Background: an optimization exercise with open tools, aiming at small area, a short achievable clock period and few clock cycles. Do not read the settings as production practice.
RTL that was checked went through simulation tests only; none was proved equivalent to the original.
No functional check of the RTL was part of run 2.

===== flow/design.v =====
module DCT(
	input                     clk,
	input                     rst_n,
	input                     in_valid,
	input  signed       [7:0] in_data,
	output logic              out_valid,
	output logic signed [9:0] out_data
);
function [35:0] csa;
	input [17:0] a, b, c;
	reg [17:0] s, k;
	begin
		s = a ^ b ^ c;
		k = (a & b) | (a & c) | (b & c);
		csa = {k[16:0], 1'b0, s};
	end
endfunction
function [17:0] padd;
	input [17:0] a, b;
	input        cin;
	reg [17:0] p, g, gg, pp, c;
	integer l, i, m;
	begin
		p = a ^ b;
		g = a & b;
		g[0] = g[0] | (p[0] & cin);
		gg = g;
		pp = p;
		for (l = 0; l < 5; l = l + 1)
			for (i = 0; i < 18; i = i + 1)
				if ((i >> l) & 1) begin
					m = ((i >> l) << l) - 1;
					gg[i] = gg[i] | (pp[i] & gg[m]);
					pp[i] = pp[i] & pp[m];
				end
		c = {gg[16:0], cin};
		padd = p ^ c;
	end
endfunction
function [35:0] paddc;
	input [17:0] a, b;
	reg [17:0] p, g, gg, pp, c0, c1;
	integer l, i, m;
	begin
		p = a ^ b;
		g = a & b;
		gg = g;
		pp = p;
		for (l = 0; l < 5; l = l + 1)
			for (i = 0; i < 18; i = i + 1)
				if ((i >> l) & 1) begin
					m = ((i >> l) << l) - 1;
					gg[i] = gg[i] | (pp[i] & gg[m]);
					pp[i] = pp[i] & pp[m];
				end
		c0 = {gg[16:0], 1'b0};
		c1 = {gg[16:0] | pp[16:0], 1'b1};
		paddc = {p ^ c1, p ^ c0};
	end
endfunction
logic [5:0] cnt;
always_ff @(posedge clk or negedge rst_n) begin
	if (!rst_n)
		cnt <= 6'd0;
	else if (cnt == 6'd0)
		cnt <= in_valid ? 6'd1 : 6'd0;
	else if (cnt == 6'd33)
		cnt <= 6'd0;
	else
		cnt <= cnt + 6'd1;
end
always_ff @(posedge clk or negedge rst_n) begin
	if (!rst_n)
		out_valid <= 1'b0;
	else
		out_valid <= (cnt >= 6'd18) && (cnt <= 6'd33);
end
logic [5:0] cm10;
logic [1:0] trow;      
logic       t1even, s_p, s_qa, s_qb1, s_qb2;
logic       r0sel, rot, m2_ld, bank_ld, y2_ld, m_rot, kf;
logic [1:0] osel;      
assign cm10 = cnt - 6'd10;
assign trow = cm10[3:2];
always_ff @(posedge clk) begin
	t1even  <= (trow == 2'd2);
	s_p     <= (trow == 2'd2);
	s_qa    <= (trow == 2'd1);
	s_qb1   <= (trow == 2'd1);
	s_qb2   <= (trow == 2'd2);
	r0sel   <= (cnt >= 6'd12) && (cnt <= 6'd15);
	rot     <= (cnt >= 6'd15) && (cnt <= 6'd25);
	m2_ld   <= (cnt == 6'd15) || (cnt == 6'd19) || (cnt == 6'd23) || (cnt == 6'd27);
	bank_ld <= (cnt == 6'd16) || (cnt == 6'd20) || (cnt == 6'd24) || (cnt == 6'd28);
	y2_ld   <= (cnt == 6'd17) || (cnt == 6'd21) || (cnt == 6'd25) || (cnt == 6'd29);
	m_rot   <= (cnt == 6'd18) || (cnt == 6'd22) || (cnt == 6'd26) || (cnt == 6'd30);
	kf      <= (cnt == 6'd19) || (cnt == 6'd23) || (cnt == 6'd27) || (cnt == 6'd31);
	osel    <= cnt[1:0] + 2'd3;
end
logic signed [7:0] sr [0:15];
integer j;
always_ff @(posedge clk) begin
	sr[0] <= rot ? sr[15] : in_data;
	for (j = 1; j < 16; j = j + 1)
		sr[j] <= sr[j-1];
end
logic [17:0] r0a, r0b, r0c, r0d, r0s1, r0c1, r0s2, r0c2, r0s;
assign r0a = {{10{sr[0][7]}}, sr[0]};
assign r0b = {{10{sr[4][7]}}, sr[4]};
assign r0c = {{10{sr[8][7]}}, sr[8]};
assign r0d = {{10{sr[12][7]}}, sr[12]};
assign {r0c1, r0s1} = csa(r0a, r0b, r0c);
assign {r0c2, r0s2} = csa(r0s1, r0c1, r0d);
assign r0s = padd(r0s2, r0c2, 1'b0);
logic [7:0] ta, tb, tc, td;
logic [7:0] pa, pb, qa, qb;
assign ta = sr[2];
assign tb = sr[6];
assign tc = sr[10];
assign td = sr[14];
assign pa = s_p ? ta : td;
assign pb = s_p ? tc : ta;
assign qa = s_qa ? tc : tb;
assign qb = s_qb1 ? tb : s_qb2 ? td : tc;
logic [17:0] p1w, q1w;
assign p1w = padd({{10{pa[7]}}, pa}, ~{{10{pb[7]}}, pb}, 1'b1);
assign q1w = padd({{10{qa[7]}}, qa}, ~{{10{qb[7]}}, qb}, 1'b1);
logic [8:0] tp, tqv;
logic       teven;
always_ff @(posedge clk) begin
	tp    <= p1w[8:0];
	tqv   <= q1w[8:0];
	teven <= t1even;
end
logic [17:0] xp, xq, xt1, xt2, xt3, xt4, xt5, xt6;
logic [17:0] xs1, xc1, xs2, xc2, xs3, xc3, xs, xc;
assign xp  = {9'd0, ~tp[8], tp[7:0]};
assign xq  = {9'd0, ~tqv[8], tqv[7:0]};
assign xt1 = xp << 6;
assign xt2 = teven ? (xq << 6) : (xq << 5);
assign xt3 = teven ? 18'd0 : (xp << 4);
assign xt4 = teven ? 18'd0 : (xp << 1);
assign xt5 = teven ? 18'd0 : xp;
assign xt6 = teven ? 18'd0 : (xq << 1);
assign {xc1, xs1} = csa(xt1, xt2, xt3);
assign {xc2, xs2} = csa(xt4, xt5, xt6);
assign {xc3, xs3} = csa(xs1, xc1, xs2);
assign {xc,  xs}  = csa(xs3, xc3, xc2);
logic [15:0] ts, tc2;
logic        teven2;
always_ff @(posedge clk) begin
	ts     <= xs[15:0];
	tc2    <= xc[15:0];
	teven2 <= teven;
end
logic [17:0] tk, tsa, tca, tx;
assign tk  = teven2 ? 18'h08000 : 18'h08B00;
assign {tca, tsa} = csa({2'd0, ts}, {2'd0, tc2}, tk);
assign tx  = padd(tsa, tca, 1'b0);
logic [8:0]  yn;
logic        cn;
logic [8:0]  tq [1:3];
logic [17:0] ynext;
assign ynext = padd({9'd0, yn}, 18'd0, cn);
always_ff @(posedge clk) begin
	if (r0sel) begin
		yn <= r0s[9:1];
		cn <= r0s[9] & r0s[0];
	end else begin
		yn <= tx[15:7];
		cn <= tx[15] & (tx[6:0] != 7'd0);
	end
	tq[1] <= ynext[8:0];
	tq[2] <= tq[1];
	tq[3] <= tq[2];
end
logic [17:0] t0e, t1e, yne;
assign yne = {{9{yn[8]}}, yn};
assign t1e = {{9{tq[1][8]}}, tq[1]};
assign t0e = {{9{tq[3][8]}}, tq[3]};
logic [17:0] e1n, o1n, o0n;
assign e1n = padd(t1e, yne, cn);
assign o1n = padd(t1e, ~yne, ~cn);
assign o0n = padd(t0e, ~yne, ~cn);
logic [10:0] e1r;
always_ff @(posedge clk)
	e1r <= e1n[10:0];
logic [17:0] e1x, as0, ac0, as2, ac2, s0, s2;
assign e1x = {{7{e1r[10]}}, e1r};
assign {ac0, as0} = csa(t0e, yne, e1x);
assign {ac2, as2} = csa(t0e, yne, ~e1x);
assign s0 = padd(as0, ac0, cn);
assign s2 = padd(as2, {ac2[17:1], cn}, 1'b1);
logic [9:0]  y0r, y2a, y2r, m1, m2;
logic        y0f, y2af;
logic [17:0] y2i;
assign y2i = padd({8'd0, y2a}, 18'd0, y2af);
always_ff @(posedge clk) begin
	y0r  <= s0[10:1];
	y0f  <= s0[11] & s0[0];
	y2a  <= s2[10:1];
	y2af <= s2[11] & s2[0];
	if (y2_ld) begin
		y2r <= y2i[9:0];
	end
	if (bank_ld)
		m1 <= o0n[9:0];
	else if (m_rot)
		m1 <= ~m2;
	if (m2_ld)
		m2 <= o1n[9:0];
	else if (m_rot)
		m2 <= m1;
end
logic [17:0] zm1, zm2;
logic [17:0] zs1, zc1, zs2, zc2, zs3, zc3, zs, zc;
assign zm1 = {8'd0, ~m1[9], m1[8:0]};
assign zm2 = {8'd0, ~m2[9], m2[8:0]};
assign {zc1, zs1} = csa(zm1 << 6, zm1 << 4, zm1 << 1);
assign {zc2, zs2} = csa(zm1, zm2 << 5, zm2 << 1);
assign {zc3, zs3} = csa(zs1, zc1, zs2);
assign {zc,  zs}  = csa(zs3, zc3, zc2);
logic [8:0] zlo;
assign zlo = {2'd0, zs[6:0]} + {2'd0, zc[6:0]} + (kf ? 9'd83 : 9'd0);
logic [9:0] zsh, zch;
logic [1:0] zc7;
logic       znz;
always_ff @(posedge clk) begin
	zsh <= zs[16:7];
	zch <= zc[16:7];
	zc7 <= zlo[8:7];
	znz <= (zlo[6:0] != 7'd0);
end
logic [17:0] uk, us, uc;
logic [35:0] uu;
logic [9:0]  zt;
assign uk = {8'd0, 10'h22C | {8'd0, zc7}};
assign {uc, us} = csa({8'd0, zsh}, {8'd0, zch}, uk);
assign uu = paddc(us, uc);
assign zt = (uu[9] & znz) ? uu[27:18] : uu[9:0];
logic [17:0] y0i;
assign y0i = padd({8'd0, y0r}, 18'd0, y0f);
always_ff @(posedge clk) begin
	case (osel)
		2'd0: out_data <= y0i[9:0];
		2'd2: out_data <= y2r;
		default: out_data <= zt;
	endcase
end
endmodule

===== flow/run.sh =====
#!/bin/bash
# synth_recipe.tcl (not shown) runs the flow's synth.tcl, then flattens the netlist and writes it again
# the make line also repeats each setting of config.mk as NAME=value (left out here)
make -C /OpenROAD-flow-scripts/flow DESIGN_CONFIG=/design/flow/config.mk WORK_HOME=/design/flow/orfs CLKGATE_MAP_FILE= SYNTH_SCRIPT=/design/flow/synth_recipe.tcl finish

===== flow/config.mk =====
export PLATFORM = sky130hd
export DESIGN_NAME = DCT
export DESIGN_NICKNAME = DCT
export VERILOG_FILES = /design/flow/design.v
export SDC_FILE = /design/flow/constraint.sdc
export NUM_CORES = 4
export LEC_CHECK = 0
export CAP_MARGIN = 20
export CORE_MARGIN = 2
export CORE_UTILIZATION = 60
export CTS_CLUSTER_DIAMETER = 100
export CTS_CLUSTER_SIZE = 30
export SLEW_MARGIN = 20

===== flow/constraint.sdc =====
create_clock -name core_clock -period 10.5 [get_ports {clk}]
set_input_delay 2.1000 -clock core_clock [delete_from_list [all_inputs] [get_ports {clk}]]
set_output_delay 2.1000 -clock core_clock [all_outputs]
set_load 0.01 [all_outputs]

==> summary.txt, run 1 <==
Status
  • Result of the run: no timing/DRC/antenna violations

Final layout
  • Leading cell type in the layout, fill and taps excluded: sky130_fd_sc_hd__dfxtp_1
  • Final net count: 1655
  • Final-layout fill cell count: 2035
  • Fraction of final layout cells with drive strength greater than 1: 4.22%
  • Area of the multi-input gates: 7990 µm²
  • Register area: 6860 µm²
  • Antenna fix cells: 0
  • Area grow syn2layout: 6.40%
  • Final cell count without fillers: 1685
  • Final design instance area without fill: 16700 µm²
  • Most frequent cells in the layout: sky130_fd_sc_hd__dfxtp_1 (289), sky130_fd_sc_hd__inv_1 (210), sky130_fd_sc_hd__ha_1 (160), sky130_fd_sc_hd__fa_1 (140), sky130_fd_sc_hd__xnor2_1 (57)

Logic synthesis
  • Combinational family with the most area after synthesis: adder cells
  • Number of enable-type register cells in the synthesized netlist: 30
  • Mean area per synthesized cell: 11.9 µm²
  • FF+latch count, synth: 326
  • Synthesized-area fraction occupied by ao, oa, aoi and oai cells: 5.77%
  • Share of synthesized flip-flops with an asynchronous set or reset: 2.15%
  • Adder and majority gate portion of the synthesized area: 30.6%
  • Yosys warning count: 3
  • Net count after synthesis: 1637
  • Count of distinct cell types in the synthesized netlist: 54
  • Post-Synth Simple-Gate Area: 5.64%
  • Primary flip-flop cell chosen by synthesis mapping: sky130_fd_sc_hd__dfxtp_1
  • Gate Count Post-Synth: 1326
  • Netlist area before placement: 15700 µm²
  • Xor and xnor fraction of the mapped netlist area: 4.67%
  • Share of the yosys chip area belonging to registers: 43.6%
  • Post-synthesis mux area share: 4.16%

CTS
  • Clock transition at path regs: 0.10 ns
  • Longest Clk Path Bufs: 3
  • Clock sinks: 326
  • Worst-skew pair later-pin latency: 0.51 ns
  • Setup Buffers After CTS: 0
  • Total CTS buffers: 15
  • CTS HTree Levels: 1
  • CTS tree: built
  • Clk root buf: sky130_fd_sc_hd__clkbuf_16
  • Count of cells resized by post-cts repair: 0
  • Hold buffers post-CTS: 0

Route
  • Via count: 8418
  • Routed length per instance: 15.8 µm
  • Iteration count of the initial detailed-routing pass: 5
  • Routed length on met1: 11200 µm
  • Detail Route met2 WL: 14300 µm
  • Topmost layer with routed signal wires: met4
  • Violation count after the first detailed-routing iteration: 286
  • Antenna Violating Nets Remaining: 0
  • Remaining routing DRC violations: 0
  • Detailed-route wire length: 26700 µm
  • Vias per inst: 5.00
  • Routed met3 length: 444 µm

Floorplan
  • Horizontal die dimension: 166 µm
  • DIE AREA: 27500 µm²
  • Initial standard-cell utilization of the core: 60.7%
  • Area inside the core boundary: 25900 µm²
  • Height of the die: 166 µm
  • Standard-cell rows: 59
  • Num ports: 22

GRT
  • Total gr overflow: 0
  • Largest net degree at the start of global routing: 32
  • Overall fraction of global-route tracks in use: 20.4%
  • First-pass GRT wire length: 44700 µm
  • Initial antenna violation count: 0
  • Via count of the first global-routing pass: 9027

Setup path
  • List of cells traversed by the critical path: fa_1 > fa_1 > ha_1 > a211oi_1 > o21bai_1 > a21oi_1 > o21bai_1 > a21o_1 > fa_1 > xnor2_1 > xnor2_1 > nand3_1 > o21ai_0
  • Kind of capture point of the worst setup path: flop
  • Family of cells with the greatest summed delay on the critical path: adder cells
  • Library cell appearing most often on the critical path: sky130_fd_sc_hd__fa_1
  • Largest fanout on the critical path: 2
  • Max stage delay on crit path: 0.56 ns
  • Arrival @ worst endpoint: 4.02 ns
  • Startpoint class of the critical path: flop
  • Cell type of the slowest stage on the worst timing path: sky130_fd_sc_hd__fa_1
  • Critical path buffer and inverter count: 0
  • Data required time of the worst path: 10.93 ns
  • Startpoint-to-endpoint class of the critical path: reg -> reg

Timing
  • Maximum clock frequency: 278 MHz
  • Max_slew headroom: 42.1%
  • Fraction of the cycle the final worst path needs: 34.2%
  • Setup TNS Final: 0 ns
  • Final hold vios: 0
  • Number of setup violations in the final report: 0
  • Setup Skew: 0.0165 ns
  • RSZ-0062 raised after global routing: false
  • Worst-margin pin slew: 0.867 ns
  • Post-layout minimum cycle time: 3.59 ns
  • Slew Limit Fails: 0

Placement
  • Placed Instance Area: 16300 µm²
  • IO buf count: 21
  • Gpl congestion: 0.853
  • Count of placed standard cells including taps: 1662
  • Detailed-placement wirelength estimate: 22100 µm

Run
  • Max-cap viol count: 0

Hold path
  • Type of the most critical hold path: reg -> reg
## per-stage QoR
stage          setup WS, ns  hold slack (ns)  util (%)
2_1_floorplan          7.13            0.310         -
3_3_place_gp           7.01            0.310      62.8
3_5_place_dp           6.95            0.312      62.8
4_1_cts                6.91            0.326      64.6
5_1_grt                6.62            0.333      64.6
6_report               6.91            0.325      64.6
## worst reg2reg max path, delay by kind of cell (launching register included)
family / cells / cell delay (ns)
adder cells (fa/ha/maj): 4 / 1.70
AO/OA/AOI/OAI: 6 / 0.99
XOR/XNOR: 2 / 0.37
flip-flops: 1 / 0.34
AND/OR/NAND/NOR: 1 / 0.10
## final timing paths
check	from	to	slack [ns]	depth (start not counted)
min in group asynchronous	rst_n	cnt[5]	1.84	1
max in group asynchronous	rst_n	cnt[3]	8.42	1
worst min register to register	sr[3][3]	sr[4][3]	0.32	0
worst min-delay path	sr[3][3]	sr[4][3]	0.32	0
worst max register to register	sr[0][2]	cn	6.91	13
worst max-delay path	sr[0][2]	cn	6.91	13
## flip-flops by register name (all words and copies together), names as in the netlist, 2 cells and up
register	count
zch	10
zc7	2
yn	9
tqv	9
out_data	10
tc2	13
m1	10
y2a	10
ts	16
m2	10
cnt	6
tp	9
osel	2
tq	27
y2r	10
y0r	10
sr	128
zsh	9
e1r	10
## routing by layer
| layer | vias up | global-route usage, % |
|---|---|---|
| met4 | 0 | 5.86 |
| met1 | 4043 | 23.9 |
| met2 | 67 | 39.2 |
| met3 | 32 | 2.19 |
| li1 | 4276 | - |
| met5 | - | 0 |
## cell type report
type | instances | share of cell area, %
multi-input combinational | 768 | 47.7
sequential | 326 | 41.0
inverter | 210 | 4.71
tap | 335 | 2.51
clock buffer | 19 | 2.39
timing repair buffer | 23 | 1.35
clock inverter | 4 | 0.269
## synthesized netlist by cell type (all sizes together), types with 10 or more instances
master / count / area [µm²]
nor2: 43 / 161
and3: 10 / 62.6
xnor2: 57 / 499
mux2: 24 / 274
mux2i: 38 / 380
and2: 10 / 63.8
dfxtp: 289 / 5790
clkbuf: 19 / 71.3
ha: 160 / 2000
edfxtp: 30 / 901
xor2: 24 / 210
a21o: 16 / 120
fa: 140 / 2800
inv: 210 / 788
nand2: 49 / 191
nor2b: 23 / 144
o21ai: 42 / 210
a21oi: 43 / 219
## kinds of logic after synthesis
family,count (synthesis)
buffers and inverters,232
DFF,326
AOI/OAI and AO/OA,146
adders and majority gates,300
and+or+nand+nor,178
muxes,62
xor gates and xnor gates,82
Testbench counts, summed over its fixed seeds: cycles 8,704.
==> run 2, diff against run 1 <==
--- a/flow/design.v
+++ b/flow/design.v
@@ -35,27 +35,6 @@
 				end
 		c = {gg[16:0], cin};
 		padd = p ^ c;
-	end
-endfunction
-function [35:0] paddc;
-	input [17:0] a, b;
-	reg [17:0] p, g, gg, pp, c0, c1;
-	integer l, i, m;
-	begin
-		p = a ^ b;
-		g = a & b;
-		gg = g;
-		pp = p;
-		for (l = 0; l < 5; l = l + 1)
-			for (i = 0; i < 18; i = i + 1)
-				if ((i >> l) & 1) begin
-					m = ((i >> l) << l) - 1;
-					gg[i] = gg[i] | (pp[i] & gg[m]);
-					pp[i] = pp[i] & pp[m];
-				end
-		c0 = {gg[16:0], 1'b0};
-		c1 = {gg[16:0] | pp[16:0], 1'b1};
-		paddc = {p ^ c1, p ^ c0};
 	end
 endfunction
 logic [5:0] cnt;
@@ -220,25 +199,23 @@
 assign {zc2, zs2} = csa(zm1, zm2 << 5, zm2 << 1);
 assign {zc3, zs3} = csa(zs1, zc1, zs2);
 assign {zc,  zs}  = csa(zs3, zc3, zc2);
-logic [8:0] zlo;
-assign zlo = {2'd0, zs[6:0]} + {2'd0, zc[6:0]} + (kf ? 9'd83 : 9'd0);
-logic [9:0] zsh, zch;
-logic [1:0] zc7;
-logic       znz;
-always_ff @(posedge clk) begin
-	zsh <= zs[16:7];
-	zch <= zc[16:7];
-	zc7 <= zlo[8:7];
-	znz <= (zlo[6:0] != 7'd0);
-end
-logic [17:0] uk, us, uc;
-logic [35:0] uu;
+logic [16:0] zsr, zcr;
+logic        kf2;
+always_ff @(posedge clk) begin
+	zsr <= zs[16:0];
+	zcr <= zc[16:0];
+	kf2 <= kf;
+end
+logic [17:0] z, zb, zsb, zcb, y0i;
 logic [9:0]  zt;
-assign uk = {8'd0, 10'h22C | {8'd0, zc7}};
-assign {uc, us} = csa({8'd0, zsh}, {8'd0, zch}, uk);
-assign uu = paddc(us, uc);
-assign zt = (uu[9] & znz) ? uu[27:18] : uu[9:0];
-logic [17:0] y0i;
+logic [17:0] zka, zkb, zsa, zca;
+assign zka = kf2 ? 18'h11653 : 18'h11600;
+assign zkb = kf2 ? 18'h116D2 : 18'h1167F;
+assign {zca, zsa} = csa({1'b0, zsr}, {1'b0, zcr}, zka);
+assign {zcb, zsb} = csa({1'b0, zsr}, {1'b0, zcr}, zkb);
+assign z  = padd(zsa, zca, 1'b0);
+assign zb = padd(zsb, zcb, 1'b0);
+assign zt = z[16] ? zb[16:7] : z[16:7];
 assign y0i = padd({8'd0, y0r}, 18'd0, y0f);
 always_ff @(posedge clk) begin
 	case (osel)
==> summary.txt, run 2 <==
Status
  • Result of the run: no timing/DRC/antenna violations (unchanged)

Final layout
  • Final net count: 1696 (was 1655)
  • Fraction of final layout cells with drive strength greater than 1: 3.76% (was 4.22%)
  • Leading registers by flop count: sr (128), tq (27) (was sr (128), tq (27), ts (16))
  • Register with the most flip-flops: sr (unchanged)
  • Final design instance area without fill: 17100 µm² (was 16700 µm²)
  • Most frequent cells in the layout: sky130_fd_sc_hd__dfxtp_1 (298), sky130_fd_sc_hd__inv_1 (213), sky130_fd_sc_hd__ha_1 (170), sky130_fd_sc_hd__fa_1 (138), sky130_fd_sc_hd__nor2_1 (49) (was sky130_fd_sc_hd__dfxtp_1 (289), sky130_fd_sc_hd__inv_1 (210), sky130_fd_sc_hd__ha_1 (160), sky130_fd_sc_hd__fa_1 (140), sky130_fd_sc_hd__xnor2_1 (57))
  • Final-layout fill cell count: 2058 (was 2035)
  • Number of flip-flops under the largest register name: 128 (unchanged)
  • Area grow syn2layout: 6.14% (was 6.40%)
  • Antenna fix cells: 0 (unchanged)
  • Leading cell type in the layout, fill and taps excluded: sky130_fd_sc_hd__dfxtp_1 (unchanged)

Floorplan
  • Horizontal die dimension: 168 µm (was 166 µm)
  • Num ports: 22 (unchanged)
  • Standard-cell rows: 59 (unchanged)
  • Initial standard-cell utilization of the core: 61.4% (was 60.7%)
  • Height of the die: 168 µm (was 166 µm)
  • Area inside the core boundary: 26200 µm² (was 25900 µm²)
  • DIE AREA: 28100 µm² (was 27500 µm²)

CTS
  • Longest Clk Path Bufs: 3 (unchanged)
  • Clock sinks: 335 (was 326)
  • Count of cells resized by post-cts repair: 0 (unchanged)
  • Total CTS buffers: 15 (unchanged)
  • CTS tree: built (unchanged)
  • CTS HTree Levels: 1 (unchanged)
  • Worst-skew pair later-pin latency: 0.51 ns (about the same)
  • Clk root buf: sky130_fd_sc_hd__clkbuf_16 (unchanged)
  • Clock transition at path regs: 0.11 ns (was 0.10 ns)
  • Setup Buffers After CTS: 0 (unchanged)
  • Hold buffers post-CTS: 0 (unchanged)

Route
  • Detailed-route wire length: 27700 µm (was 26700 µm)
  • Routed length per instance: 16.1 µm (was 15.8 µm)
  • Iteration count of the initial detailed-routing pass: 4 (was 5)
  • Via count: 8769 (was 8418)
  • Remaining routing DRC violations: 0 (unchanged)
  • Antenna Violating Nets Remaining: 0 (unchanged)
  • Vias per inst: 5.10 (was 5.00)
  • Violation count after the first detailed-routing iteration: 417 (was 286)

Run
  • Max-cap viol count: 0 (unchanged)

Logic synthesis
  • Synth top cells by count: sky130_fd_sc_hd__dfxtp_1 (298), sky130_fd_sc_hd__inv_1 (213), sky130_fd_sc_hd__ha_1 (170) (was sky130_fd_sc_hd__dfxtp_1 (289), sky130_fd_sc_hd__inv_1 (210), sky130_fd_sc_hd__ha_1 (160))
  • Netlist area before placement: 16100 µm² (was 15700 µm²)
  • Cell with the most instances after synthesis: sky130_fd_sc_hd__dfxtp_1 (unchanged)
  • Share of synthesized flip-flops with an asynchronous set or reset: 2.09% (was 2.15%)
  • Primary flip-flop cell chosen by synthesis mapping: sky130_fd_sc_hd__dfxtp_1 (unchanged)
  • Largest area contributor in the synthesized netlist: sky130_fd_sc_hd__dfxtp_1 (unchanged)
  • Net count after synthesis: 1677 (was 1637)
  • Yosys warning count: 3 (unchanged)
  • Number of enable-type register cells in the synthesized netlist: 30 (unchanged)
  • Mean area per synthesized cell: 11.8 µm² (was 11.9 µm²)
  • FF+latch count, synth: 335 (was 326)
  • Leading cell types by total area after synthesis: sky130_fd_sc_hd__dfxtp_1 (37%), sky130_fd_sc_hd__fa_1 (17%), sky130_fd_sc_hd__ha_1 (13%) (was sky130_fd_sc_hd__dfxtp_1 (37%), sky130_fd_sc_hd__fa_1 (18%), sky130_fd_sc_hd__ha_1 (13%))
  • Gate Count Post-Synth: 1358 (was 1326)
  • Count of distinct cell types in the synthesized netlist: 63 (was 54)
  • Share of the yosys chip area belonging to registers: 43.8% (was 43.6%)
  • Area fraction of the dominant cell type after synthesis: 37.1% (was 36.8%)

Hold path
  • Cells on Worst Hold Path: 0 (unchanged)
  • Type of the most critical hold path: reg -> reg (unchanged)
  • Worst hold start: sr[3][3] (unchanged)
  • Hold endpoint: sr[4][3] (unchanged)

GRT
  • Largest net degree at the start of global routing: 32 (unchanged)
  • Initial antenna violation count: 1 (was 0)
  • Overall fraction of global-route tracks in use: 20.7% (was 20.4%)
  • First-pass GRT wire length: 45700 µm (was 44700 µm)
  • Via count of the first global-routing pass: 9088 (was 9027)
  • Total gr overflow: 0 (unchanged)

Setup path
  • Cell type of the slowest stage on the worst timing path: sky130_fd_sc_hd__fa_1 (unchanged)
  • Max stage delay on crit path: 0.56 ns (about the same)
  • Arrival @ worst endpoint: 4.02 ns (about the same)
  • Startpoint-to-endpoint class of the critical path: reg -> reg (unchanged)
  • Worst reg-to-reg path cell count: 13 (unchanged)
  • Setup slack of the most critical reg-to-reg path: 6.91 ns (about the same)
  • Largest fanout on the critical path: 2 (unchanged)
  • Data required time of the worst path: 10.93 ns (about the same)
  • Crit Reg-Reg Endpoint: cn (unchanged)
  • R2R Path Start: sr[0][2] (unchanged)
  • Kind of capture point of the worst setup path: flop (unchanged)
  • Library cell appearing most often on the critical path: sky130_fd_sc_hd__a21o_1 (was sky130_fd_sc_hd__fa_1)
  • List of cells traversed by the critical path: fa_1 > fa_1 > ha_1 > a21o_1 > a21oi_1 > o21bai_1 > a21o_1 > a21o_1 > a21o_1 > fa_1 > xnor2_1 > nand3_1 > o21ai_0 (was fa_1 > fa_1 > ha_1 > a211oi_1 > o21bai_1 > a21oi_1 > o21bai_1 > a21o_1 > fa_1 > xnor2_1 > xnor2_1 > nand3_1 > o21ai_0)
  • Startpoint class of the critical path: flop (unchanged)

Timing
  • Final hold vios: 0 (unchanged)
  • RSZ-0062 raised after global routing: false (unchanged)
  • Max_slew headroom: 38.5% (was 42.1%)
  • Slew Limit Fails: 0 (unchanged)
  • Setup TNS Final: 0 ns (unchanged)
  • Setup Skew: 0.0203 ns (was 0.0165 ns)
  • Maximum clock frequency: 279 MHz (was 278 MHz)
  • Worst-margin pin slew: 0.921 ns (was 0.867 ns)
  • Post-layout minimum cycle time: 3.59 ns (about the same)
  • Number of setup violations in the final report: 0 (unchanged)
  • Fraction of the cycle the final worst path needs: 34.2% (about the same)

Placement
  • Detailed-placement wirelength estimate: 22700 µm (was 22100 µm)
  • IO buf count: 21 (unchanged)
  • Gpl congestion: 0.849 (was 0.853)
  • Placed Instance Area: 16600 µm² (was 16300 µm²)
run 2: per-stage QoR:
stage	hold slack [ns]	std cells	utilization, %	setup slack (ns)
final	0.329	1718	65.2	6.91
after global routing	0.331	1718	65.2	6.73
after CTS	0.329	1718	65.2	6.89
after detailed placement	0.312	1695	63.5	6.91
after global placement	0.310	1695	63.5	6.97
after floorplan	0.310	1358	-	7.13
run 2: final cells by class:
class | count | area (µm²) | area share, %
Multi-Input combinational cell | 789 | 8170 | 47.8
Sequential cell | 335 | 7040 | 41.2
Inverter | 214 | 803 | 4.70
Tap cell | 335 | 419 | 2.45
Clock buffer | 20 | 394 | 2.31
Timing Repair Buffer | 22 | 218 | 1.27
Clock inverter | 3 | 32.5 | 0.191
run 2: critical path: cells and delay by family, from the launching register on:
family | cells | cell delay [ns]
adder cells (fa/ha/maj) | 4 | 1.68
AO/OA/AOI/OAI | 7 | 1.21
flip-flops | 1 | 0.34
XOR/XNOR | 1 | 0.20
AND/OR/NAND/NOR | 1 | 0.10
run 2: cell families (layout without fill, tap and decap cells):
family | after synthesis | in the layout | share of synthesized area (%)
adders and majority gates | 308 | 308 | 30.4
DFF | 335 | 335 | 43.8
muxes | 53 | 53 | 3.46
buffers and inverters | 234 | 259 | 5.46
and+or+nand+nor | 191 | 191 | 6.04
AOI/OAI and AO/OA | 171 | 171 | 7.29
xor gates and xnor gates | 66 | 66 | 3.59
run 2: worst max-delay path by stage:
stage	slack, ns	start	endpoint	cells after the start
after floorplan	7.13	sr[0][2]	cn	13
after global placement	6.97	sr[0][2]	cn	13
after detailed placement	6.91	sr[0][2]	cn	13
after CTS	6.89	sr[0][2]	cn	13
after global routing	6.73	yn[1]	y0r[8]	11
final	6.91	sr[0][2]	cn	13
run 2: layer usage:
layer	global-route usage, %	wire length (µm)	up-vias
met5	0	0	-
met4	5.67	701	0
met3	2.32	697	35
met2	38.9	14500	94
met1	25.2	11800	4191
li1	-	-	4449
==> run 3, diff against run 2 <==
--- a/flow/design.v
+++ b/flow/design.v
@@ -37,6 +37,27 @@
 		padd = p ^ c;
 	end
 endfunction
+function [35:0] paddc;
+	input [17:0] a, b;
+	reg [17:0] p, g, gg, pp, c0, c1;
+	integer l, i, m;
+	begin
+		p = a ^ b;
+		g = a & b;
+		gg = g;
+		pp = p;
+		for (l = 0; l < 5; l = l + 1)
+			for (i = 0; i < 18; i = i + 1)
+				if ((i >> l) & 1) begin
+					m = ((i >> l) << l) - 1;
+					gg[i] = gg[i] | (pp[i] & gg[m]);
+					pp[i] = pp[i] & pp[m];
+				end
+		c0 = {gg[16:0], 1'b0};
+		c1 = {gg[16:0] | pp[16:0], 1'b1};
+		paddc = {p ^ c1, p ^ c0};
+	end
+endfunction
 logic [5:0] cnt;
 always_ff @(posedge clk or negedge rst_n) begin
 	if (!rst_n)
@@ -57,7 +78,7 @@
 logic [5:0] cm10;
 logic [1:0] trow;      
 logic       t1even, s_p, s_qa, s_qb1, s_qb2;
-logic       r0sel, rot, m2_ld, bank_ld, y2_ld, m_rot, kf;
+logic       r0sel, rot, m2_ld, bank_ld, y2_ld, m_rot;
 logic [1:0] osel;      
 assign cm10 = cnt - 6'd10;
 assign trow = cm10[3:2];
@@ -73,7 +94,6 @@
 	bank_ld <= (cnt == 6'd16) || (cnt == 6'd20) || (cnt == 6'd24) || (cnt == 6'd28);
 	y2_ld   <= (cnt == 6'd17) || (cnt == 6'd21) || (cnt == 6'd25) || (cnt == 6'd29);
 	m_rot   <= (cnt == 6'd18) || (cnt == 6'd22) || (cnt == 6'd26) || (cnt == 6'd30);
-	kf      <= (cnt == 6'd19) || (cnt == 6'd23) || (cnt == 6'd27) || (cnt == 6'd31);
 	osel    <= cnt[1:0] + 2'd3;
 end
 logic signed [7:0] sr [0:15];
@@ -83,14 +103,15 @@
 	for (j = 1; j < 16; j = j + 1)
 		sr[j] <= sr[j-1];
 end
-logic [17:0] r0a, r0b, r0c, r0d, r0s1, r0c1, r0s2, r0c2, r0s;
-assign r0a = {{10{sr[0][7]}}, sr[0]};
-assign r0b = {{10{sr[4][7]}}, sr[4]};
-assign r0c = {{10{sr[8][7]}}, sr[8]};
-assign r0d = {{10{sr[12][7]}}, sr[12]};
+logic [17:0] r0a, r0b, r0c, r0d, r0s1, r0c1, r0s2, r0c2, r0u, r0s;
+assign r0a = {10'd0, ~sr[0][7], sr[0][6:0]};
+assign r0b = {10'd0, ~sr[4][7], sr[4][6:0]};
+assign r0c = {10'd0, ~sr[8][7], sr[8][6:0]};
+assign r0d = {10'd0, ~sr[12][7], sr[12][6:0]};
 assign {r0c1, r0s1} = csa(r0a, r0b, r0c);
 assign {r0c2, r0s2} = csa(r0s1, r0c1, r0d);
-assign r0s = padd(r0s2, r0c2, 1'b0);
+assign r0u = padd(r0s2, r0c2, 1'b0);
+assign r0s = {8'd0, ~r0u[9], r0u[8:0]};
 logic [7:0] ta, tb, tc, td;
 logic [7:0] pa, pb, qa, qb;
 assign ta = sr[2];
@@ -172,8 +193,9 @@
 assign s2 = padd(as2, {ac2[17:1], cn}, 1'b1);
 logic [9:0]  y0r, y2a, y2r, m1, m2;
 logic        y0f, y2af;
-logic [17:0] y2i;
+logic [17:0] y2i, m2n;
 assign y2i = padd({8'd0, y2a}, 18'd0, y2af);
+assign m2n = padd({8'd0, ~m2}, 18'd0, 1'b1);
 always_ff @(posedge clk) begin
 	y0r  <= s0[10:1];
 	y0f  <= s0[11] & s0[0];
@@ -185,37 +207,40 @@
 	if (bank_ld)
 		m1 <= o0n[9:0];
 	else if (m_rot)
-		m1 <= ~m2;
+		m1 <= m2n[9:0];
 	if (m2_ld)
 		m2 <= o1n[9:0];
 	else if (m_rot)
 		m2 <= m1;
 end
 logic [17:0] zm1, zm2;
-logic [17:0] zs1, zc1, zs2, zc2, zs3, zc3, zs, zc;
+logic [17:0] zs1, zc1, zs2, zc2, zs3, zc3, zs, zc, zlo;
+logic [6:0]  zor;
 assign zm1 = {8'd0, ~m1[9], m1[8:0]};
 assign zm2 = {8'd0, ~m2[9], m2[8:0]};
 assign {zc1, zs1} = csa(zm1 << 6, zm1 << 4, zm1 << 1);
 assign {zc2, zs2} = csa(zm1, zm2 << 5, zm2 << 1);
 assign {zc3, zs3} = csa(zs1, zc1, zs2);
 assign {zc,  zs}  = csa(zs3, zc3, zc2);
-logic [16:0] zsr, zcr;
-logic        kf2;
-always_ff @(posedge clk) begin
-	zsr <= zs[16:0];
-	zcr <= zc[16:0];
-	kf2 <= kf;
-end
-logic [17:0] z, zb, zsb, zcb, y0i;
+assign zlo = padd({11'd0, zs[6:0]}, {11'd0, zc[6:0]}, 1'b0);
+assign zor = {zs[5:0] | zc[5:0], 1'b0};
+logic [9:0] zsh, zch;
+logic       zc7;
+logic       znz;
+always_ff @(posedge clk) begin
+	zsh <= zs[16:7];
+	zch <= zc[16:7];
+	zc7 <= zlo[7];
+	znz <= ((zs[6:0] ^ zc[6:0]) != zor);
+end
+logic [17:0] uk, us, uc;
+logic [35:0] uu;
 logic [9:0]  zt;
-logic [17:0] zka, zkb, zsa, zca;
-assign zka = kf2 ? 18'h11653 : 18'h11600;
-assign zkb = kf2 ? 18'h116D2 : 18'h1167F;
-assign {zca, zsa} = csa({1'b0, zsr}, {1'b0, zcr}, zka);
-assign {zcb, zsb} = csa({1'b0, zsr}, {1'b0, zcr}, zkb);
-assign z  = padd(zsa, zca, 1'b0);
-assign zb = padd(zsb, zcb, 1'b0);
-assign zt = z[16] ? zb[16:7] : z[16:7];
+assign uk = {8'd0, 10'h22C | {9'd0, zc7}};
+assign {uc, us} = csa({8'd0, zsh}, {8'd0, zch}, uk);
+assign uu = paddc(us, uc);
+assign zt = (uu[9] & znz) ? uu[27:18] : uu[9:0];
+logic [17:0] y0i;
 assign y0i = padd({8'd0, y0r}, 18'd0, y0f);
 always_ff @(posedge clk) begin
 	case (osel)
==> summary.txt, run 3 <==
Route
  • Remaining routing DRC violations: 0 (unchanged)
  • Routed length per instance: 15.8 µm (was 16.1 µm)
  • Violation count after the first detailed-routing iteration: 317 (was 417)
  • Antenna Violating Nets Remaining: 0 (unchanged)
  • Detailed-route wire length: 26700 µm (was 27700 µm)
  • Iteration count of the initial detailed-routing pass: 4 (unchanged)
  • Vias per inst: 4.94 (was 5.10)
  • Via count: 8354 (was 8769)

Run
  • Max-cap viol count: 0 (unchanged)

CTS
  • Count of cells resized by post-cts repair: 0 (unchanged)
  • CTS tree: built (unchanged)
  • Clock transition at path regs: 0.11 ns (about the same)
  • Worst-skew pair later-pin latency: 0.51 ns (about the same)
  • Longest Clk Path Bufs: 3 (unchanged)
  • Total CTS buffers: 15 (unchanged)
  • Setup Buffers After CTS: 0 (unchanged)
  • Clk root buf: sky130_fd_sc_hd__clkbuf_16 (unchanged)
  • CTS HTree Levels: 1 (unchanged)
  • Hold buffers post-CTS: 0 (unchanged)
  • Clock sinks: 324 (was 335)

Logic synthesis
  • FF+latch count, synth: 324 (was 335)
  • Cell with the most instances after synthesis: sky130_fd_sc_hd__dfxtp_1 (unchanged)
  • Primary flip-flop cell chosen by synthesis mapping: sky130_fd_sc_hd__dfxtp_1 (unchanged)
  • Count of distinct cell types in the synthesized netlist: 58 (was 63)
  • Mean area per synthesized cell: 11.7 µm² (was 11.8 µm²)
  • Share of synthesized flip-flops with an asynchronous set or reset: 2.16% (was 2.09%)
  • Area fraction of the dominant cell type after synthesis: 36.8% (was 37.1%)
  • Netlist area before placement: 15600 µm² (was 16100 µm²)
  • Leading cell types by total area after synthesis: sky130_fd_sc_hd__dfxtp_1 (37%), sky130_fd_sc_hd__fa_1 (17%), sky130_fd_sc_hd__ha_1 (13%) (unchanged)
  • Largest area contributor in the synthesized netlist: sky130_fd_sc_hd__dfxtp_1 (unchanged)
  • Yosys warning count: 3 (unchanged)
  • Gate Count Post-Synth: 1333 (was 1358)
  • Share of the yosys chip area belonging to registers: 43.6% (was 43.8%)
  • Synth top cells by count: sky130_fd_sc_hd__dfxtp_1 (287), sky130_fd_sc_hd__inv_1 (223), sky130_fd_sc_hd__ha_1 (164) (was sky130_fd_sc_hd__dfxtp_1 (298), sky130_fd_sc_hd__inv_1 (213), sky130_fd_sc_hd__ha_1 (170))
  • Number of enable-type register cells in the synthesized netlist: 30 (unchanged)
  • Net count after synthesis: 1643 (was 1677)

Timing
  • Setup Skew: 0.0163 ns (was 0.0203 ns)
  • Worst-margin pin slew: 0.866 ns (was 0.921 ns)
  • Number of setup violations in the final report: 0 (unchanged)
  • Fraction of the cycle the final worst path needs: 33.3% (was 34.2%)
  • Max_slew headroom: 42.2% (was 38.5%)
  • Final hold vios: 0 (unchanged)
  • RSZ-0062 raised after global routing: false (unchanged)
  • Slew Limit Fails: 0 (unchanged)
  • Maximum clock frequency: 286 MHz (was 279 MHz)
  • Setup TNS Final: 0 ns (unchanged)
  • Post-layout minimum cycle time: 3.50 ns (was 3.59 ns)

Floorplan
  • Num ports: 22 (unchanged)
  • Horizontal die dimension: 165 µm (was 168 µm)
  • Area inside the core boundary: 25800 µm² (was 26200 µm²)
  • Height of the die: 165 µm (was 168 µm)
  • DIE AREA: 27400 µm² (was 28100 µm²)
  • Standard-cell rows: 59 (unchanged)
  • Initial standard-cell utilization of the core: 60.5% (was 61.4%)

Final layout
  • Antenna fix cells: 0 (unchanged)
  • Leading registers by flop count: sr (128), tq (27), ts (16) (was sr (128), tq (27))
  • Fraction of final layout cells with drive strength greater than 1: 4.87% (was 3.76%)
  • Number of flip-flops under the largest register name: 128 (unchanged)
  • Core utilization of the finished layout: 64.4% (was 65.2%)
  • Register with the most flip-flops: sr (unchanged)
  • Area of the multi-input gates: 7880 µm² (was 8170 µm²)
  • Final net count: 1659 (was 1696)
  • Final cell count without fillers: 1690 (was 1718)
  • Leading cell type in the layout, fill and taps excluded: sky130_fd_sc_hd__dfxtp_1 (unchanged)
  • Most frequent cells in the layout: sky130_fd_sc_hd__dfxtp_1 (287), sky130_fd_sc_hd__inv_1 (223), sky130_fd_sc_hd__ha_1 (164), sky130_fd_sc_hd__fa_1 (135), sky130_fd_sc_hd__nor2_1 (53) (was sky130_fd_sc_hd__dfxtp_1 (298), sky130_fd_sc_hd__inv_1 (213), sky130_fd_sc_hd__ha_1 (170), sky130_fd_sc_hd__fa_1 (138), sky130_fd_sc_hd__nor2_1 (49))
  • Final-layout fill cell count: 2115 (was 2058)
  • Area grow syn2layout: 6.40% (was 6.14%)
  • Register area: 6820 µm² (was 7040 µm²)

Placement
  • Gpl congestion: 0.818 (was 0.849)
  • IO buf count: 21 (unchanged)
  • Count of placed standard cells including taps: 1667 (was 1695)
  • Detailed-placement wirelength estimate: 21900 µm (was 22700 µm)

GRT
  • Initial antenna violation count: 0 (was 1)
  • Met2 Use GR: 39.9% (was 38.9%)
  • Largest net degree at the start of global routing: 32 (unchanged)
  • Met3 demand-to-capacity share in global routing: 2.15% (was 2.32%)
  • Routing layer with the top usage in global route: met2 (unchanged)
  • Via count of the first global-routing pass: 8637 (was 9088)
  • Met1 layer usage reported by global route: 24.7% (was 25.2%)
  • Total gr overflow: 0 (unchanged)
  • First-pass GRT wire length: 43300 µm (was 45700 µm)
  • Overall fraction of global-route tracks in use: 20.7% (about the same)

Setup path
  • Startpoint class of the critical path: flop (unchanged)
  • Largest fanout on the critical path: 1 (was 2)
  • Startpoint-to-endpoint class of the critical path: reg -> out (was reg -> reg)
  • Arrival @ worst endpoint: 1.40 ns (was 4.02 ns)
  • Kind of capture point of the worst setup path: primary output (was flop)
  • Cell type of the slowest stage on the worst timing path: sky130_fd_sc_hd__clkdlybuf4s50_1 (was sky130_fd_sc_hd__fa_1)
  • Data required time of the worst path: 8.40 ns (was 10.93 ns)
  • Family of cells with the greatest summed delay on the critical path: buffers and inverters (was adder cells)
  • Setup slack of the most critical reg-to-reg path: 7.11 ns (was 6.91 ns)
  • Critical path buffer and inverter count: 1 (was 0)
  • List of cells traversed by the critical path: clkdlybuf4s50_1 (was fa_1 > fa_1 > ha_1 > a21o_1 > a21oi_1 > o21bai_1 > a21o_1 > a21o_1 > a21o_1 > fa_1 > xnor2_1 > nand3_1 > o21ai_0)
  • Max stage delay on crit path: 0.54 ns (was 0.56 ns)

Status
  • Result of the run: no timing/DRC/antenna violations (unchanged)

Hold path
  • Type of the most critical hold path: reg -> reg (unchanged)
[run 3: cell types whose count changed in the layout (fill, tap and decap cells not counted), moves of 5 or more]
cell,before,now
sky130_fd_sc_hd__o21a_1,15,6
sky130_fd_sc_hd__nor3_1,11,4
sky130_fd_sc_hd__dfxtp_1,298,287
sky130_fd_sc_hd__a21boi_0,5,0
sky130_fd_sc_hd__ha_1,170,164
sky130_fd_sc_hd__and2_1,15,7
sky130_fd_sc_hd__xor2_1,18,32
sky130_fd_sc_hd__nand2b_1,6,12
sky130_fd_sc_hd__inv_1,213,223
sky130_fd_sc_hd__a21oi_1,43,52
[run 3: cell type report]
class / instances / area share [%]
inverter: 223 / 5.03
clock inverter: 5 / 0.316
sequential: 324 / 41.0
multi-input combinational: 762 / 47.4
timing repair buffer: 23 / 1.35
tap: 335 / 2.52
clock buffer: 18 / 2.39
[run 3: logic make-up (layout without fill, tap and decap cells)]
logic type	after synthesis	in the layout	synth area share, %
compound gates	150	150	6.05
xor+xnor	81	81	4.64
fa+ha+maj	299	299	30.4
buf+inv	247	269	5.95
flops	324	324	43.6
mux	51	51	3.47
simple gates	181	181	5.82
[run 3: path summary, 6_finish.rpt]
path | from | to | cells after the start
hold / removal | sr[7][5] | sr[8][5] | 0
setup reg to reg | zsh[2] | out_data[7] | 16
min in group asynchronous | rst_n | cnt[3] | 1
max in group asynchronous | rst_n | cnt[0] | 1
hold reg to reg | sr[7][5] | sr[8][5] | 0
setup / recovery | out_data[3] | out_data[3] | 1
[run 3: layer usage]
| metal | vias to the layer above | share of wire [%] |
|---|---|---|
| met4 | 0 | 2.5 |
| met1 | 3966 | 43 |
| li1 | 4278 | - |
| met5 | - | 0 |
| met3 | 33 | 1.8 |
| met2 | 77 | 52 |
[run 3: stage by stage]
step	area, µm²	hold slack, ns	worst slack [ns]
global placement	16200	0.310	7.21
CTS	16600	0.333	6.94
floorplan	15600	0.310	7.36
detailed placement	16200	0.312	7.11
finish	16600	0.329	7.00
global route	16600	0.334	6.90
Testbench counts of run 3, summed over its fixed seeds: cycles 8,704.
==> run 4, diff against run 3 <==
==> flow/flow/run.sh (new file) <==
#!/bin/bash
# Layout: the standard flow (standard.sh, all steps), except that the
# buffers ORFS puts on the input and output ports are buf_2 cells
# (buffer_ports -buffer_cell) instead of its default choice.
# make's full output goes to flow.log here; each step's own log is under orfs/logs/.
set -euo pipefail
export BUFFER_PORTS_ARGS="-buffer_cell sky130_fd_sc_hd__buf_2"
bash standard.sh > flow.log 2>&1
==> flow/standard.sh (new file) <==
#!/bin/bash
# synth_recipe.tcl (not shown) runs the flow's synth.tcl, then flattens the netlist and writes it again
# the make line also repeats each setting of config.mk as NAME=value (left out here)
make -C /OpenROAD-flow-scripts/flow DESIGN_CONFIG=/design/flow/config.mk WORK_HOME=/design/flow/orfs CLKGATE_MAP_FILE= SYNTH_SCRIPT=/design/flow/synth_recipe.tcl "${@:-finish}"
removed: flow/run.sh
==> summary.txt, run 4 <==
Run
  • Max-cap viol count: 0 (unchanged)

GRT
  • Via count of the first global-routing pass: 8511 (was 8637)
  • Overall fraction of global-route tracks in use: 20.4% (was 20.7%)
  • First-pass GRT wire length: 42900 µm (was 43300 µm)
  • Total gr overflow: 0 (unchanged)
  • Largest net degree at the start of global routing: 32 (unchanged)
  • Initial antenna violation count: 0 (unchanged)

Floorplan
  • Num ports: 22 (unchanged)
  • Initial standard-cell utilization of the core: 60.5% (unchanged)
  • Area inside the core boundary: 25800 µm² (unchanged)
  • Height of the die: 165 µm (unchanged)
  • DIE AREA: 27400 µm² (unchanged)
  • Standard-cell rows: 59 (unchanged)
  • Horizontal die dimension: 165 µm (unchanged)

Route
  • Violation count after the first detailed-routing iteration: 321 (was 317)
  • Remaining routing DRC violations: 0 (unchanged)
  • Vias per inst: 4.95 (was 4.94)
  • Antenna Violating Nets Remaining: 0 (unchanged)
  • Iteration count of the initial detailed-routing pass: 4 (unchanged)
  • Via count: 8354 (unchanged)
  • Detailed-route wire length: 26300 µm (was 26700 µm)
  • Routed length per instance: 15.5 µm (was 15.8 µm)

Setup path
  • Startpoint-to-endpoint class of the critical path: reg -> reg (was reg -> out)
  • List of cells traversed by the critical path: inv_1 > ha_1 > inv_1 > ha_1 > a21oi_1 > a21o_1 > nand2_1 > a21o_1 > a21oi_1 > fa_1 > xor3_2 > nand4_2 > nand3_2 > a21oi_2 > xnor2_1 > mux2_4 (was clkdlybuf4s50_1)
  • Arrival @ worst endpoint: 3.82 ns (was 1.40 ns)
  • Cell type of the slowest stage on the worst timing path: sky130_fd_sc_hd__xor3_2 (was sky130_fd_sc_hd__clkdlybuf4s50_1)
  • Kind of capture point of the worst setup path: flop (was primary output)
  • Largest fanout on the critical path: 5 (was 1)
  • Data required time of the worst path: 10.90 ns (was 8.40 ns)
  • Startpoint class of the critical path: flop (unchanged)
  • Max stage delay on crit path: 0.49 ns (was 0.54 ns)

Status
  • Result of the run: no timing/DRC/antenna violations (unchanged)

Logic synthesis
  • Primary flip-flop cell chosen by synthesis mapping: sky130_fd_sc_hd__dfxtp_1 (unchanged)
  • Synth top cells by count: sky130_fd_sc_hd__dfxtp_1 (287), sky130_fd_sc_hd__inv_1 (223), sky130_fd_sc_hd__ha_1 (164) (unchanged)
  • Netlist area before placement: 15600 µm² (unchanged)
  • Count of distinct cell types in the synthesized netlist: 58 (unchanged)
  • Yosys warning count: 3 (unchanged)
  • Area fraction of the dominant cell type after synthesis: 36.8% (unchanged)
  • Cell with the most instances after synthesis: sky130_fd_sc_hd__dfxtp_1 (unchanged)
  • Leading cell types by total area after synthesis: sky130_fd_sc_hd__dfxtp_1 (37%), sky130_fd_sc_hd__fa_1 (17%), sky130_fd_sc_hd__ha_1 (13%) (unchanged)
  • Number of enable-type register cells in the synthesized netlist: 30 (unchanged)
  • Gate Count Post-Synth: 1333 (unchanged)
  • Share of the yosys chip area belonging to registers: 43.6% (unchanged)
  • FF+latch count, synth: 324 (unchanged)
  • Mean area per synthesized cell: 11.7 µm² (unchanged)
  • Share of synthesized flip-flops with an asynchronous set or reset: 2.16% (unchanged)
  • Net count after synthesis: 1643 (unchanged)
  • Largest area contributor in the synthesized netlist: sky130_fd_sc_hd__dfxtp_1 (unchanged)

Hold path
  • Type of the most critical hold path: reg -> reg (unchanged)

Placement
  • Detailed-placement wirelength estimate: 21500 µm (was 21900 µm)
  • Post-Place Worst Slack: 7.10 ns (was 7.11 ns)
  • IO buf count: 21 (unchanged)
  • Gpl congestion: 0.838 (was 0.818)

Timing
  • Final worst setup slack: 7.07 ns (was 7.00 ns)
  • Maximum clock frequency: 292 MHz (was 286 MHz)
  • Number of setup violations in the final report: 0 (unchanged)
  • Setup Skew: 0.0275 ns (was 0.0163 ns)
  • Final hold vios: 0 (unchanged)
  • Post-layout minimum cycle time: 3.43 ns (was 3.50 ns)
  • Max_slew headroom: 41.8% (was 42.2%)
  • Fraction of the cycle the final worst path needs: 32.6% (was 33.3%)
  • Slew Limit Fails: 0 (unchanged)
  • RSZ-0062 raised after global routing: false (unchanged)
  • Setup TNS Final: 0 ns (unchanged)
  • Worst-margin pin slew: 0.871 ns (was 0.866 ns)

CTS
  • CTS HTree Levels: 1 (unchanged)
  • Setup Buffers After CTS: 0 (unchanged)
  • Count of cells resized by post-cts repair: 0 (unchanged)
  • Total CTS buffers: 15 (unchanged)
  • Worst-skew pair later-pin latency: 0.51 ns (about the same)
  • Clock transition at path regs: 0.10 ns (was 0.11 ns)
  • Clock sinks: 324 (unchanged)
  • Clk root buf: sky130_fd_sc_hd__clkbuf_16 (unchanged)
  • Longest Clk Path Bufs: 3 (unchanged)
  • CTS tree: built (unchanged)
  • Hold buffers post-CTS: 0 (unchanged)

Final layout
  • Area grow syn2layout: 5.68% (was 6.40%)
  • Antenna fix cells: 0 (unchanged)
  • Register area: 6820 µm² (unchanged)
  • Most frequent cells in the layout: sky130_fd_sc_hd__dfxtp_1 (287), sky130_fd_sc_hd__inv_1 (223), sky130_fd_sc_hd__ha_1 (164), sky130_fd_sc_hd__fa_1 (135), sky130_fd_sc_hd__nor2_1 (53) (unchanged)
  • Leading cell type in the layout, fill and taps excluded: sky130_fd_sc_hd__dfxtp_1 (unchanged)
  • Area of the multi-input gates: 7880 µm² (unchanged)
  • Leading registers by flop count: sr (128), tq (27), ts (16) (unchanged)
  • Register with the most flip-flops: sr (unchanged)
  • Final net count: 1659 (unchanged)
  • Fraction of final layout cells with drive strength greater than 1: 6.20% (was 4.87%)
  • Final-layout fill cell count: 2054 (was 2115)
  • Number of flip-flops under the largest register name: 128 (unchanged)
run 4: cells by family (layout without fill, tap and decap cells):
group | count (synthesis) | count (layout) | synth area share (%)
flops | 324 | 324 | 43.6
compound gates | 150 | 150 | 6.05
fa+ha+maj | 299 | 299 | 30.4
mux | 51 | 51 | 3.47
simple gates | 181 | 181 | 5.82
buf+inv | 247 | 268 | 5.95
xor+xnor | 81 | 81 | 4.64
run 4: worst max-delay path, delay by kind of cell (launching register included):
kind,cells,cell delay (ns)
XOR/XNOR,2,0.56
AO/OA/AOI/OAI,5,0.98
buffers and inverters,2,0.08
flip-flops,1,0.32
adder cells (fa/ha/maj),3,0.84
multiplexers,1,0.25
AND/OR/NAND/NOR,3,0.31
run 4: cell type report:
| cell class | count | area share, % |
|---|---|---|
| well taps | 335 | 2.54 |
| clock buffers | 19 | 2.36 |
| flip-flops and latches | 324 | 41.3 |
| multi-input cells | 762 | 47.7 |
| inverters | 223 | 5.07 |
| repair buffers | 23 | 0.727 |
| clock inverters | 3 | 0.303 |
run 4: path summary, 6_finish.rpt:
check	startpoint	end	slack (ns)	cells past startpoint
setup / recovery	zch[3]	out_data[7]	7.07	16
hold / removal	sr[7][3]	sr[8][3]	0.30	0
setup reg to reg	zch[3]	out_data[7]	7.07	16
hold reg to reg	sr[7][3]	sr[8][3]	0.30	0
max in group asynchronous	rst_n	cnt[0]	8.95	1
min in group asynchronous	rst_n	cnt[3]	1.40	1
run 4: metrics by stage:
step                hold WS, ns  util, %  instance area (µm²)  std cells
finish                    0.304     63.9                16500       1689
CTS                       0.304     63.9                16500       1689
global placement          0.310     62.2                16100       1667
floorplan                 0.310        -                15600       1333
detailed placement        0.312     62.2                16100       1667
global route              0.309     63.9                16500       1689
run 4: routing by layer:
metal / global-route usage [%] / share of wire [%]
met1: 24.9 / 43
met4: 6.00 / 3.3
met3: 2.62 / 2.1
met2: 37.9 / 52
met5: 0 / 0
==> run 5, diff against run 4 <==
--- a/flow/design.v
+++ b/flow/design.v
@@ -16,6 +16,26 @@
 	end
 endfunction
 function [17:0] padd;
+	input [17:0] a, b;
+	input        cin;
+	reg [17:0] p, g, gg, pp, c;
+	integer d, i;
+	begin
+		p = a ^ b;
+		g = a & b;
+		g[0] = g[0] | (p[0] & cin);
+		gg = g;
+		pp = p;
+		for (d = 1; d < 18; d = d * 2)
+			for (i = 17; i >= d; i = i - 1) begin
+				gg[i] = gg[i] | (pp[i] & gg[i-d]);
+				pp[i] = pp[i] & pp[i-d];
+			end
+		c = {gg[16:0], cin};
+		padd = p ^ c;
+	end
+endfunction
+function [17:0] padds;
 	input [17:0] a, b;
 	input        cin;
 	reg [17:0] p, g, gg, pp, c;
@@ -34,25 +54,23 @@
 					pp[i] = pp[i] & pp[m];
 				end
 		c = {gg[16:0], cin};
-		padd = p ^ c;
+		padds = p ^ c;
 	end
 endfunction
 function [35:0] paddc;
 	input [17:0] a, b;
 	reg [17:0] p, g, gg, pp, c0, c1;
-	integer l, i, m;
+	integer d, i;
 	begin
 		p = a ^ b;
 		g = a & b;
 		gg = g;
 		pp = p;
-		for (l = 0; l < 5; l = l + 1)
-			for (i = 0; i < 18; i = i + 1)
-				if ((i >> l) & 1) begin
-					m = ((i >> l) << l) - 1;
-					gg[i] = gg[i] | (pp[i] & gg[m]);
-					pp[i] = pp[i] & pp[m];
-				end
+		for (d = 1; d < 18; d = d * 2)
+			for (i = 17; i >= d; i = i - 1) begin
+				gg[i] = gg[i] | (pp[i] & gg[i-d]);
+				pp[i] = pp[i] & pp[i-d];
+			end
 		c0 = {gg[16:0], 1'b0};
 		c1 = {gg[16:0] | pp[16:0], 1'b1};
 		paddc = {p ^ c1, p ^ c0};
@@ -123,8 +141,8 @@
 assign qa = s_qa ? tc : tb;
 assign qb = s_qb1 ? tb : s_qb2 ? td : tc;
 logic [17:0] p1w, q1w;
-assign p1w = padd({{10{pa[7]}}, pa}, ~{{10{pb[7]}}, pb}, 1'b1);
-assign q1w = padd({{10{qa[7]}}, qa}, ~{{10{qb[7]}}, qb}, 1'b1);
+assign p1w = padds({{10{pa[7]}}, pa}, ~{{10{pb[7]}}, pb}, 1'b1);
+assign q1w = padds({{10{qa[7]}}, qa}, ~{{10{qb[7]}}, qb}, 1'b1);
 logic [8:0] tp, tqv;
 logic       teven;
 always_ff @(posedge clk) begin
@@ -161,7 +179,7 @@
 logic        cn;
 logic [8:0]  tq [1:3];
 logic [17:0] ynext;
-assign ynext = padd({9'd0, yn}, 18'd0, cn);
+assign ynext = padds({9'd0, yn}, 18'd0, cn);
 always_ff @(posedge clk) begin
 	if (r0sel) begin
 		yn <= r0s[9:1];
@@ -194,8 +212,8 @@
 logic [9:0]  y0r, y2a, y2r, m1, m2;
 logic        y0f, y2af;
 logic [17:0] y2i, m2n;
-assign y2i = padd({8'd0, y2a}, 18'd0, y2af);
-assign m2n = padd({8'd0, ~m2}, 18'd0, 1'b1);
+assign y2i = padds({8'd0, y2a}, 18'd0, y2af);
+assign m2n = padds({8'd0, ~m2}, 18'd0, 1'b1);
 always_ff @(posedge clk) begin
 	y0r  <= s0[10:1];
 	y0f  <= s0[11] & s0[0];
@@ -222,7 +240,7 @@
 assign {zc2, zs2} = csa(zm1, zm2 << 5, zm2 << 1);
 assign {zc3, zs3} = csa(zs1, zc1, zs2);
 assign {zc,  zs}  = csa(zs3, zc3, zc2);
-assign zlo = padd({11'd0, zs[6:0]}, {11'd0, zc[6:0]}, 1'b0);
+assign zlo = padds({11'd0, zs[6:0]}, {11'd0, zc[6:0]}, 1'b0);
 assign zor = {zs[5:0] | zc[5:0], 1'b0};
 logic [9:0] zsh, zch;
 logic       zc7;
@@ -241,7 +259,7 @@
 assign uu = paddc(us, uc);
 assign zt = (uu[9] & znz) ? uu[27:18] : uu[9:0];
 logic [17:0] y0i;
-assign y0i = padd({8'd0, y0r}, 18'd0, y0f);
+assign y0i = padds({8'd0, y0r}, 18'd0, y0f);
 always_ff @(posedge clk) begin
 	case (osel)
 		2'd0: out_data <= y0i[9:0];
==> summary.txt, run 5 <==
Timing
  • Setup TNS Final: 0 ns (unchanged)
  • Maximum clock frequency: 305 MHz (was 292 MHz)
  • Worst-margin pin slew: 0.948 ns (was 0.871 ns)

Hold path
  • Type of the most critical hold path: reg -> reg (unchanged)

Floorplan
  • Standard-cell rows: 60 (was 59)
  • Horizontal die dimension: 168 µm (was 165 µm)

Logic synthesis
  • Leading cell types by total area after synthesis: sky130_fd_sc_hd__dfxtp_1 (36%), sky130_fd_sc_hd__fa_1 (14%), sky130_fd_sc_hd__ha_1 (13%) (was sky130_fd_sc_hd__dfxtp_1 (37%), sky130_fd_sc_hd__fa_1 (17%), sky130_fd_sc_hd__ha_1 (13%))
  • Synthesized-area fraction occupied by ao, oa, aoi and oai cells: 8.69% (was 6.05%)
  • Primary flip-flop cell chosen by synthesis mapping: sky130_fd_sc_hd__dfxtp_1 (unchanged)
  • Net count after synthesis: 1744 (was 1643)
  • Share of synthesized flip-flops with an asynchronous set or reset: 2.15% (was 2.16%)
  • Adder and majority gate portion of the synthesized area: 27.7% (was 30.4%)
  • Gate Count Post-Synth: 1444 (was 1333)

Placement
  • IO buf count: 21 (unchanged)
  • Post-Place Worst Slack: 7.23 ns (was 7.10 ns)

Route
  • Remaining routing DRC violations: 0 (unchanged)
  • Violation count after the first detailed-routing iteration: 341 (was 321)

Final layout
  • Fraction of final layout cells with drive strength greater than 1: 5.33% (was 6.20%)
  • Leading registers by flop count: sr (128), tq (27), ts (16) (unchanged)

GRT
  • First-pass GRT wire length: 48200 µm (was 42900 µm)
  • Total gr overflow: 0 (unchanged)
  • Largest net degree at the start of global routing: 32 (unchanged)

Setup path
  • Startpoint-to-endpoint class of the critical path: reg -> reg (unchanged)
  • Critical path buffer and inverter count: 1 (was 2)
  • Library cell appearing most often on the critical path: sky130_fd_sc_hd__fa_1
  • Arrival @ worst endpoint: 3.63 ns (was 3.82 ns)
  • Max stage delay on crit path: 0.63 ns (was 0.49 ns)

Run
  • Max-cap viol count: 0 (unchanged)

CTS
  • Clock transition at path regs: 0.11 ns (was 0.10 ns)
  • Setup Buffers After CTS: 0 (unchanged)
  • Longest Clk Path Bufs: 3 (unchanged)

Status
  • Result of the run: no timing/DRC/antenna violations (unchanged)
-- run 5: changes by cell type in the layout (fill, tap and decap cells not counted), sizes merged, moves of 12 or more --
cell   delta
xnor2    +18
a21oi    +12
o21ai    +19
nor2b    +12
fa       -20
nor2     +17
-- run 5: area by class of cell --
type                            instances  area (µm²)  share of cell area [%]
Multi-Input combinational cell        882        8410                    49.4
Inverter                              212         796                    4.67
Sequential cell                       325        6840                    40.2
Timing Repair Buffer                   22         113                   0.661
Clock inverter                          5        50.0                   0.294
Clock buffer                           18         387                    2.27
Tap cell                              341         427                    2.51
-- run 5: worst register-to-register path: stages (launching register included) --
cell and delay [ns]:
sky130_fd_sc_hd__dfxtp_1 0.52, sky130_fd_sc_hd__inv_1 0.23, sky130_fd_sc_hd__fa_1 0.63, sky130_fd_sc_hd__fa_1 0.48
sky130_fd_sc_hd__a21o_1 0.20, sky130_fd_sc_hd__a21oi_1 0.24, sky130_fd_sc_hd__nor2b_1 0.08, sky130_fd_sc_hd__o21a_1 0.19
sky130_fd_sc_hd__o41ai_2 0.35, sky130_fd_sc_hd__o311ai_0 0.21
-- run 5: worst max path at each step --
stage                   to  slack (ns)     start
finish              y2a[9]        7.22     yn[1]
detailed placement  y2a[9]        7.23     yn[1]
global placement    y2a[9]        7.30     yn[1]
global route        y0r[8]        6.98     yn[1]
floorplan               cn        7.49  sr[0][1]
CTS                 y2a[9]        7.17     yn[1]
-- run 5: kinds of logic (layout without fill, tap and decap cells) --
logic type      Yosys count  count (layout)
buf+inv                 237             257
compound gates          220             220
flops                   325             325
fa+ha+maj               289             289
mux                      53              53
simple gates            232             232
xor+xnor                 88              88
-- run 5: routing by layer --
metal / up-vias / part of all wire [%] / global-route usage, %
met3: 28 / 1.5 / 1.90
met4: 0 / 2.0 / 5.03
met2: 67 / 54 / 42.5
met1: 4435 / 42 / 25.7
li1: 4764 / - / -
met5: - / 0 / 0
-- run 5: stage by stage --
step | cell area, µm² | hold slack (ns)
final | 17000 | 0.319
after global routing | 17000 | 0.329
after CTS | 17000 | 0.317
after detailed placement | 16600 | 0.312
after global placement | 16600 | 0.310
after floorplan | 16100 | 0.310
Testbench counts of run 5, summed over its fixed seeds: cycles 8,704.

## what the ideal ports hide
The flow's constraints put no driver on any port. The routed layouts listed below were extracted and timed again, unchanged, in two steps. Step 1: set_driving_cell puts a clkbuf_16 on clk and a buf_2 on each other input, an assumption about the parent block. Step 2 times the ports against the registers' clock, not the clock port: input delays grow and output delays shrink by t, the midpoint of the rising clock arrivals with the driver on. Slacks: ideal / step 1 / step 2; pairs: ideal / step 1.
run | t (ns) | slack for setup (ns) | clock arrival spread, ns
run 1 | 0.554 | 6.907 / 6.907 / 6.907 | 0.017 / 0.017
run 2 | 0.544 | 6.913 / 6.913 / 6.913 | 0.023 / 0.023
run 3 | 0.546 | 7.005 / 6.955 / 7.110 | 0.021 / 0.021
run 4 | 0.548 | 7.074 / 7.074 / 7.074 | 0.030 / 0.030
run 5 | 0.550 | 7.216 / 7.216 / 7.216 | 0.021 / 0.021
After both steps every run listed still meets setup and hold.
